This design comes from an exercise in tuning for small area, a short achievable clock period and few clock cycles per item on the open sky130 flow, not from production work.
At most, simulation tests tie the RTL to the original design; equivalence was not proved.
No activity file was given, so power comes from the tool's default toggle rates.

// suma_fp
module suma_fp(input clk, input rst, input start, input [31:0] A, B, output [31:0] Y, output done);
wire        sA = A[31], sB = B[31];
wire [7:0]  eA = A[30:23], eB = B[30:23];
wire [23:0] mA = {1'b1, A[22:0]}, mB = {1'b1, B[22:0]};
wire [8:0]  de    = {1'b0, eA} - {1'b0, eB};
wire        e_lt  = de[8];                    
wire [7:0]  d     = de[7:0] ^ {8{e_lt}};
wire [23:0] Xm    = e_lt ? mB : mA;           
wire [23:0] Zm    = e_lt ? {1'b0, mA[23:1]} : mB;    
wire [7:0]  ex    = e_lt ? eB : eA;
wire        xs    = e_lt ? sB : sA;
wire        zs    = e_lt ? sA : sB;
wire        big   = |d[7:5];
wire        far   = big | (d[4] & d[3]) | (e_lt & d[4] & d[2] & d[1] & d[0]);
wire [23:0] Zs    = big ? 24'd0 : (Zm >> d[4:0]);
wire        sub   = sA ^ sB;
wire        q     = sub & zs & far;
wire [23:0] S;
wire        cout, inv, neg;
fpa_add u_add(.xf(Xm[22:0]), .zs(Zs), .sub(sub), .q(q), .xsg(xs), .zsg(zs), .S(S), .cout(cout), .inv(inv), .neg(neg));
reg [24:0] r_q;       
reg        inv_q;     
reg [7:0]  e1_q;      
reg        neg_q;
reg        done_q;
always @(posedge clk) begin
  r_q    <= {~sub & cout, S};
  inv_q  <= inv;
  e1_q   <= ex + 8'd1;
  ...
Size in the first run: roughly 1200 cells after synthesis, ~7000 um2 of cells after synthesis.
export LEC_CHECK = 0
export ABC_AREA = 1
export CAP_MARGIN = 20
export CORE_MARGIN = 2
export CORE_UTILIZATION = 65
export CTS_BUF_LIST = sky130_fd_sc_hd__clkbuf_4
export PLACE_DENSITY = 0.8
export SLEW_MARGIN = 20
export SYNTH_HIERARCHICAL = 1
create_clock -name core_clock -period 20.0 [get_ports {clk}]
standard.sh (not shown) runs the stock make flow with config.mk's settings and CLKGATE_MAP_FILE= SYNTH_SCRIPT=/design/flow/synth_recipe.tcl, a recipe that flattens the netlist after the stock synthesis.
==> flow/flow/run.sh <==
#!/bin/bash
set -e
export BUFFER_PORTS_ARGS="-buffer_cell sky130_fd_sc_hd__buf_1"
export SETUP_SLACK_MARGIN=10.5
bash standard.sh > standard.log 2>&1
Change:
--- a/flow/flow/run.sh
+++ b/flow/flow/run.sh
@@ -4 +4 @@
-export SETUP_SLACK_MARGIN=10.5
+export SETUP_SLACK_MARGIN=11.5
After rerunning: Total power rose by 9.1%. Final cell count rose by 1.9%. First-iteration DRC count rose by 41%. Wire length rises by 18%. Cell area increases by 7.7%. Synthesized area stays the same. Setup slack gains 0.60 ns. Non-clock buffer count increases by 18. Global-route usage climbs by 1.8 points.
No run of this note included a check of the RTL's function; only the layout flow was run.

* * *

suma_fp, a different RTL version from the one above (not shown whole).
Size in the first run: roughly 36 flip-flops, about 100 I/O pins.
export LEC_CHECK = 0
export ABC_AREA = 1
export CAP_MARGIN = 20
export CORE_MARGIN = 2
export CORE_UTILIZATION = 65
export CTS_BUF_LIST = sky130_fd_sc_hd__clkbuf_4
export PLACE_DENSITY = 0.8
export SLEW_MARGIN = 20
export TNS_END_PERCENT = 5
create_clock -name core_clock -period 20.0 [get_ports {clk}]
==> flow/flow/run.sh <==
#!/bin/bash
set -e
export BUFFER_PORTS_ARGS="-buffer_cell sky130_fd_sc_hd__buf_1"
export SETUP_SLACK_MARGIN=11
bash standard.sh > standard.log 2>&1
The baseline produced a clean layout.
Testbench counts at the start, summed over its fixed seeds: cycles 3,200, items 3,200.
Change:
==> flow/flow/run.sh (replaced) <==
#!/bin/bash
set -e
export BUFFER_PORTS_ARGS="-buffer_cell sky130_fd_sc_hd__buf_1"
export SETUP_SLACK_MARGIN=10
bash standard.sh > standard.log 2>&1
--- a/flow/config.mk
+++ b/flow/config.mk
@@ -6,5 +6,5 @@
 export NUM_CORES = 4
 export LEC_CHECK = 0
-export ABC_AREA = 1
+export ABC_AREA = 0
 export CAP_MARGIN = 20
 export CORE_MARGIN = 2
@@ -13,3 +13,2 @@
 export PLACE_DENSITY = 0.8
 export SLEW_MARGIN = 20
-export TNS_END_PERCENT = 5
After rerunning: The new run went through all stages and came out clean; final area rose by about 3.6%; setup slack is worse by 0.63 ns; via count drops by 4.0%; total power came out higher by 0.92%; synthesized cell count drops by 12%; clock-buffer cell count decreases by 1; clock power went down by 5.3%; non-clock buffer count decreases by 15.
Change:
==> flow/flow/run.sh (replaced) <==
#!/bin/bash
set -e
export BUFFER_PORTS_ARGS="-buffer_cell sky130_fd_sc_hd__buf_1"
export SETUP_SLACK_MARGIN=10.25
bash standard.sh > standard.log 2>&1
--- a/flow/config.mk
+++ b/flow/config.mk
@@ -6,5 +6,5 @@
 export NUM_CORES = 4
 export LEC_CHECK = 0
-export ABC_AREA = 0
+export ABC_AREA = 1
 export CAP_MARGIN = 20
 export CORE_MARGIN = 2
Count of clock-buffer cells in the layout is unchanged.
Via count drops by about 5.6%.
Worst hold slack is better by 0.025 ns.
Global-route usage goes down by 2.6 points.
Non-clock buffer count falls by 20.
Sequential power is lower by about 25%.
Combinational power went down by about 8%.
Setup slack improves by 0.43 ns.

* * *

The RTL this note starts from:
==> flow/design.v <==
module suma_fp(input clk, input rst, input start, input [31:0] A, B, output [31:0] Y, output done);
wire        sA = A[31], sB = B[31];
wire [7:0]  eA = A[30:23], eB = B[30:23];
wire [23:0] mA = {1'b1, A[22:0]}, mB = {1'b1, B[22:0]};
wire [8:0]  de    = {1'b0, eA} - {1'b0, eB};
wire        e_lt  = de[8];                    
wire [7:0]  d     = de[7:0] ^ {8{e_lt}};
wire [23:0] Xm    = e_lt ? mB : mA;           
wire [23:0] Zm    = e_lt ? {1'b0, mA[23:1]} : mB;    
wire [7:0]  ex    = e_lt ? eB : eA;
wire        xs    = e_lt ? sB : sA;
wire        zs    = e_lt ? sA : sB;
wire        big   = |d[7:5];
wire        far   = big | (d[4] & d[3]) | (e_lt & d[4] & d[2] & d[1] & d[0]);
wire [23:0] Zs    = big ? 24'd0 : (Zm >> d[4:0]);
wire        sub   = sA ^ sB;
wire        q     = sub & zs & far;
wire [23:0] opa = Xm;
wire [23:0] opb = Zs ^ {24{sub}};
wire [23:0] g0  = opa & opb;
wire [23:0] p0  = opa ^ opb;
wire [23:0] G [0:5];
wire [23:0] P [0:5];
assign G[0] = g0;
assign P[0] = p0;
genvar l, k;
generate
  for (l = 0; l < 5; l = l + 1) begin : lv
    for (k = 0; k < 24; k = k + 1) begin : bt
      if ((k >> l) & 1) begin : cmb
        localparam integer J = ((k >> l) << l) - 1;
        assign G[l+1][k] = G[l][k] | (P[l][k] & G[l][J]);
        assign P[l+1][k] = P[l][k] & P[l][J];
      end else begin : pas
        assign G[l+1][k] = G[l][k];
        assign P[l+1][k] = P[l][k];
      end
    end
  end
endgenerate
wire        cout = G[5][23];
wire        eac  = sub & ~q & cout;
wire [23:0] cy   = {G[5][22:0] | (P[5][22:0] & {23{eac}}), eac};
wire [23:0] S    = p0 ^ cy;
wire        inv  = sub & (q | ~cout);
wire        neg  = sub ? (q | (cout ? xs : zs)) : sA;
reg [24:0] r_q;       
reg        inv_q;     
reg [7:0]  e1_q;      
reg        neg_q;
reg        done_q;
always @(posedge clk) begin
  r_q    <= {~sub & cout, S};
  inv_q  <= inv;
  e1_q   <= ex + 8'd1;
  neg_q  <= neg;
  done_q <= start & ~rst;
end
wire [24:0] rm = {r_q[24], r_q[23:0] ^ {24{inv_q}}};
reg [4:0] lz;
integer i;
always @* begin
  lz = 5'd25;
  for (i = 0; i < 25; i = i + 1)
    if (rm[i]) lz = 5'd24 - i[4:0];
end
wire [24:0] nrm  = rm << lz;
wire        zero = ~|rm;
wire [7:0]  eo   = e1_q - {3'd0, lz};
assign Y    = zero ? 32'd0 : {neg_q, eo, nrm[23:1]};
assign done = done_q;
endmodule
export LEC_CHECK = 0
export ABC_AREA = 1
export CAP_MARGIN = 20
export CORE_MARGIN = 2
export CORE_UTILIZATION = 40
export PLACE_DENSITY = 0.6
export SLEW_MARGIN = 20
create_clock -name core_clock -period 20.0 [get_ports {clk}]
==> flow/flow/run.sh <==
#!/bin/bash
set -e
export BUFFER_PORTS_ARGS="-buffer_cell sky130_fd_sc_hd__buf_1"
export SETUP_SLACK_MARGIN=12
bash standard.sh > standard.log 2>&1
Testbench counts at the start, summed over its fixed seeds: cycles 3,200, items 3,200.
Rerun with:
--- a/flow/flow/run.sh
+++ b/flow/flow/run.sh
@@ -4 +4 @@
-export SETUP_SLACK_MARGIN=12
+export SETUP_SLACK_MARGIN=10
Result: Total power came out lower by 17%. Design area came out lower by 17%. Final cell count shrinks by 6.7%. Sequential power stays flat. Area after synthesis stays the same. Count of clock-buffer cells in the layout shrinks by 1. Setup slack is worse by 0.44 ns. Sequential share of layout area increases by 1.7 points. Global-route usage came out lower by 3.2 points.
Rerun with:
--- a/flow/flow/run.sh
+++ b/flow/flow/run.sh
@@ -4 +4 @@
-export SETUP_SLACK_MARGIN=10
+export SETUP_SLACK_MARGIN=0
=> Non-clock buffer count falls by 14; cell count falls by 1.3%; global-route usage falls by 0.16 points; sequential power stays flat; final area falls by 2.9%; power falls by 2.0%; wire length falls by 2.6%; utilization falls by 1.4 points; synthesized cell count does not change; hold slack is about the same; synthesized area is unchanged.
Rerun with:
--- a/flow/flow/run.sh
+++ b/flow/flow/run.sh
@@ -4 +4 @@
-export SETUP_SLACK_MARGIN=0
+export SETUP_SLACK_MARGIN=11
- The changed run ran to the end with no violations
- setup slack is better by 1.6 ns
- die area does not change
- fmax rises by 17%
- utilization increases by 5.2 points

* * *

RTL: one of the versions met above, not the one the previous note started from.
Size: ~0.0063 mm^2 of cells after synthesis.
clock: 20.0 ns
lec_check: 0
abc_area: 1
cap_margin: 20
core_margin: 2
core_utilization: 65
cts_buf_list: sky130_fd_sc_hd__clkbuf_4
place_density: 0.8
slew_margin: 20
tns_end_percent: 5
==> flow/flow/run.sh <==
#!/bin/bash
set -e
export BUFFER_PORTS_ARGS="-buffer_cell sky130_fd_sc_hd__buf_1"
export SETUP_SLACK_MARGIN=11.5
bash standard.sh > standard.log 2>&1
Testbench counts at the start, summed over its fixed seeds: cycles 3,200, items 3,200.
Change:
==> flow/flow/run.sh (replaced) <==
#!/bin/bash
set -e
export BUFFER_PORTS_ARGS="-buffer_cell sky130_fd_sc_hd__buf_1"
export SETUP_SLACK_MARGIN=11
bash standard.sh > standard.log 2>&1
==> flow/config.mk (replaced) <==
export PLATFORM = sky130hd
export DESIGN_NAME = suma_fp
export DESIGN_NICKNAME = suma_fp
export VERILOG_FILES = /design/flow/design.v
export SDC_FILE = /design/flow/constraint.sdc
export NUM_CORES = 4
export LEC_CHECK = 0
export ABC_AREA = 1
export CAP_MARGIN = 0
export CORE_MARGIN = 2
export CORE_UTILIZATION = 75
export CTS_BUF_LIST = sky130_fd_sc_hd__clkbuf_8
export PLACE_DENSITY = 0.9
export SLEW_MARGIN = 0
Now the flow failed in global routing (5_1_grt), error GRT-0232.
Area after synthesis is unchanged.
Synthesized cell count does not change.
Change:
==> flow/flow/run.sh (replaced) <==
#!/bin/bash
set -e
export BUFFER_PORTS_ARGS="-buffer_cell sky130_fd_sc_hd__buf_1"
export SETUP_SLACK_MARGIN=10.5
bash standard.sh > standard.log 2>&1
What happened:
- The changed run finished clean
- area after synthesis is unchanged
- synthesized cell count is unchanged
Change:
==> flow/run.sh (new file) <==
#!/bin/bash
# synth_recipe.tcl (not shown) runs the flow's synth.tcl, then flattens the netlist and writes it again
# the make line also repeats each setting of config.mk as NAME=value (left out here)
make -C /OpenROAD-flow-scripts/flow DESIGN_CONFIG=/design/flow/config.mk WORK_HOME=/design/flow/orfs CLKGATE_MAP_FILE= SYNTH_SCRIPT=/design/flow/synth_recipe.tcl finish
--- a/flow/config.mk
+++ b/flow/config.mk
@@ -8,7 +8,8 @@
 export ABC_AREA = 1
-export CAP_MARGIN = 0
+export CAP_MARGIN = 20
 export CORE_MARGIN = 2
-export CORE_UTILIZATION = 75
-export CTS_BUF_LIST = sky130_fd_sc_hd__clkbuf_8
-export PLACE_DENSITY = 0.9
-export SLEW_MARGIN = 0
+export CORE_UTILIZATION = 65
+export CTS_BUF_LIST = sky130_fd_sc_hd__clkbuf_4
+export PLACE_DENSITY = 0.8
+export SETUP_SLACK_MARGIN = 5
+export SLEW_MARGIN = 20
removed: flow/flow/run.sh
removed: flow/standard.sh
=>
- total power is higher by 5.1%
- combinational power went up by 8.3%
- final area grows by 5.2%
- wire length came out lower by 7.2%
- worst setup slack gets worse by 1.8 ns
- utilization decreases by 6.3 points
- cell count is higher by 0.95%
- synthesized area stays the same
Change:
==> flow/flow/run.sh (new file) <==
#!/bin/bash
set -e
export BUFFER_PORTS_ARGS="-buffer_cell sky130_fd_sc_hd__buf_1"
export SETUP_SLACK_MARGIN=10
bash standard.sh > standard.log 2>&1
==> flow/standard.sh (new file) <==
#!/bin/bash
# synth_recipe.tcl (not shown) runs the flow's synth.tcl, then flattens the netlist and writes it again
# the make line also repeats each setting of config.mk as NAME=value (left out here)
make -C /OpenROAD-flow-scripts/flow DESIGN_CONFIG=/design/flow/config.mk WORK_HOME=/design/flow/orfs CLKGATE_MAP_FILE= SYNTH_SCRIPT=/design/flow/synth_recipe.tcl "${@:-finish}"
--- a/flow/config.mk
+++ b/flow/config.mk
@@ -10,6 +10,4 @@
 export CORE_MARGIN = 2
-export CORE_UTILIZATION = 65
-export CTS_BUF_LIST = sky130_fd_sc_hd__clkbuf_4
-export PLACE_DENSITY = 0.8
-export SETUP_SLACK_MARGIN = 5
+export CORE_UTILIZATION = 40
+export PLACE_DENSITY = 0.6
 export SLEW_MARGIN = 20
removed: flow/run.sh
The changed run finished with timing, DRC and antenna clean.
Total power went down by 5.6%.
Setup slack improved by 1.6 ns.
Area after synthesis does not change.
Worst hold slack got worse by 0.30 ns.
Change:
--- a/flow/config.mk
+++ b/flow/config.mk
@@ -10,4 +10,5 @@
 export CORE_MARGIN = 2
-export CORE_UTILIZATION = 40
-export PLACE_DENSITY = 0.6
+export CORE_UTILIZATION = 65
+export CTS_BUF_LIST = sky130_fd_sc_hd__clkbuf_4
+export PLACE_DENSITY = 0.8
 export SLEW_MARGIN = 20
After rerunning: Critical path depth increases by 1; maximum frequency rose slightly; cell count went down by a few percent; core utilization went up by 27 points; design area went down by a few percent; worst setup slack gets better by 0.037 ns; via count increases by a few percent; routed wire length decreases by a few percent; sequential power stays flat; area after synthesis does not change.

* * *

Another version of the RTL of suma_fp (not shown whole).
For scale: ~1,100 cells after synthesis, roughly 100 I/O pins, about 7900 sq um of cells after synthesis.
export LEC_CHECK = 0
export ABC_CLOCK_PERIOD_IN_PS = 6000
export CAP_MARGIN = 20
export CORE_MARGIN = 2
export CORE_UTILIZATION = 40
export PLACE_DENSITY = 0.6
export SLEW_MARGIN = 20
create_clock -name core_clock -period 20.0 [get_ports {clk}]
run.sh (not shown) runs the stock make flow with config.mk's settings and CLKGATE_MAP_FILE= SYNTH_SCRIPT=/design/flow/synth_recipe.tcl, a recipe that flattens the netlist after the stock synthesis.
Stock flow here: none of the scripts above is used.
The baseline completed with no timing, DRC or antenna violations.
Rerun with:
--- a/flow/config.mk
+++ b/flow/config.mk
@@ -6,5 +6,5 @@
 export NUM_CORES = 4
 export LEC_CHECK = 0
-export ABC_CLOCK_PERIOD_IN_PS = 6000
+export ABC_CLOCK_PERIOD_IN_PS = 3000
 export CAP_MARGIN = 20
 export CORE_MARGIN = 2
What happened:
- The new run ran to the end with no violations
- maximum frequency stays the same
- routed wire length stays the same
- worst hold slack is unchanged
- setup slack does not change
- die area is unchanged
- non-clock buffer count stays the same
- design area stays the same
- flip-flop and latch count is unchanged
- synthesized cell count does not change
Rerun with:
--- a/flow/config.mk
+++ b/flow/config.mk
@@ -6,5 +6,4 @@
 export NUM_CORES = 4
 export LEC_CHECK = 0
-export ABC_CLOCK_PERIOD_IN_PS = 3000
 export CAP_MARGIN = 20
 export CORE_MARGIN = 2
Total power is unchanged.
Non-clock buffer count does not change.
Synthesized cell count is unchanged.
Worst setup slack is unchanged.
Die area does not change.
Utilization is unchanged.
Rerun with:
==> flow/flow/run.sh (new file) <==
#!/bin/bash
set -e
export BUFFER_PORTS_ARGS="-buffer_cell sky130_fd_sc_hd__buf_1"
bash standard.sh > standard.log 2>&1
==> flow/standard.sh (new file) <==
#!/bin/bash
# synth_recipe.tcl (not shown) runs the flow's synth.tcl, then flattens the netlist and writes it again
# the make line also repeats each setting of config.mk as NAME=value (left out here)
make -C /OpenROAD-flow-scripts/flow DESIGN_CONFIG=/design/flow/config.mk WORK_HOME=/design/flow/orfs CLKGATE_MAP_FILE= SYNTH_SCRIPT=/design/flow/synth_recipe.tcl "${@:-finish}"
removed: flow/run.sh
Outcome:
- non-clock buffer count stays the same
- global-route usage came out lower by 0.43 points
- sequential share of layout area came out higher by 0.53 points
- cell area came out lower by a few percent
- combinational power came out lower by roughly a tenth
- worst setup slack is better by 0.26 ns
- hold slack is worse by 0.38 ns
- routed wire length came out lower slightly
- synthesized area is unchanged
- cell count stays the same
No run of this note included a check of the RTL's function; only the layout flow was run.

## static timing again, ports no longer ideal
How much do the figures lean on ideal ports? The routed layouts below were timed once more, with nothing changed but the port constraints. Step 1 (the two cells are an assumption about what drives the block):
set clk [get_ports {clk}]
set_driving_cell -lib_cell sky130_fd_sc_hd__clkbuf_16 $clk
set_driving_cell -lib_cell sky130_fd_sc_hd__buf_2 [delete_from_list [all_inputs] $clk]
Step 2 adds t to the input delays and takes it off the output delays; t is the mean of the earliest and latest rising clock arrival at the registers after step 1. Input paths then give back, and output paths get back, about the clock's delay inside the block. Three values: ideal ports, drivers, drivers and shift; two values: the first two.
run	t, ns	setup slack, ns	hold WS [ns]	worst register clock-pin slew, ns	cell pins on the clock port's net
the first run of note 1	0.386	11.089 / 11.096 / 10.711	3.777 / 3.769 / 4.154	0.12 / 0.12	1
the second run of note 1	0.379	11.690 / 11.702 / 11.323	3.781 / 3.771 / 4.150	0.12 / 0.12	1
the first run of note 2	0.359	10.829 / 10.820 / 10.461	3.795 / 3.799 / 4.158	0.12 / 0.12	1
the second run of note 2	0.369	10.200 / 10.209 / 9.840	3.792 / 3.784 / 4.153	0.11 / 0.11	1
the third run of note 2	0.356	10.632 / 10.639 / 10.283	3.817 / 3.826 / 4.182	0.11 / 0.11	1
the first run of note 3	0.310	11.026 / 11.013 / 10.703	3.871 / 3.860 / 4.170	0.05 / 0.05	1
the second run of note 3	0.303	10.588 / 10.600 / 10.297	3.866 / 3.856 / 4.160	0.05 / 0.05	1
the third run of note 3	0.302	9.521 / 9.533 / 9.231	3.866 / 3.857 / 4.159	0.05 / 0.05	1
the fourth run of note 3	0.304	11.073 / 11.057 / 10.753	3.870 / 3.864 / 4.168	0.05 / 0.05	1
the first run of note 4	0.371	10.373 / 10.368 / 9.997	3.783 / 3.784 / 4.155	0.12 / 0.12	1
the third run of note 4	0.307	10.736 / 10.737 / 10.430	3.860 / 3.865 / 4.173	0.07 / 0.07	1
the fourth run of note 4	0.352	8.939 / 8.943 / 8.590	4.188 / 4.185 / 4.538	0.11 / 0.11	1
the fifth run of note 4	0.305	10.514 / 10.529 / 10.224	3.884 / 3.871 / 4.176	0.05 / 0.05	1
the sixth run of note 4	0.349	10.551 / 10.557 / 10.208	3.813 / 3.814 / 4.164	0.10 / 0.10	1
the first run of note 5	0.305	8.511 / 8.521 / 8.215	4.262 / 4.250 / 4.556	0.05 / 0.05	1
the second run of note 5	0.305	8.511 / 8.521 / 8.215	4.262 / 4.250 / 4.556	0.05 / 0.05	1
the third run of note 5	0.305	8.511 / 8.521 / 8.215	4.262 / 4.250 / 4.556	0.05 / 0.05	1
the fourth run of note 5	0.303	8.774 / 8.787 / 8.484	3.878 / 3.865 / 4.168	0.05 / 0.05	1
After both steps every run listed still meets setup and hold. The setup slack of the first run of note 1, which loses most, moves by +0.007 ns with the drivers and by -0.378 ns with both steps.
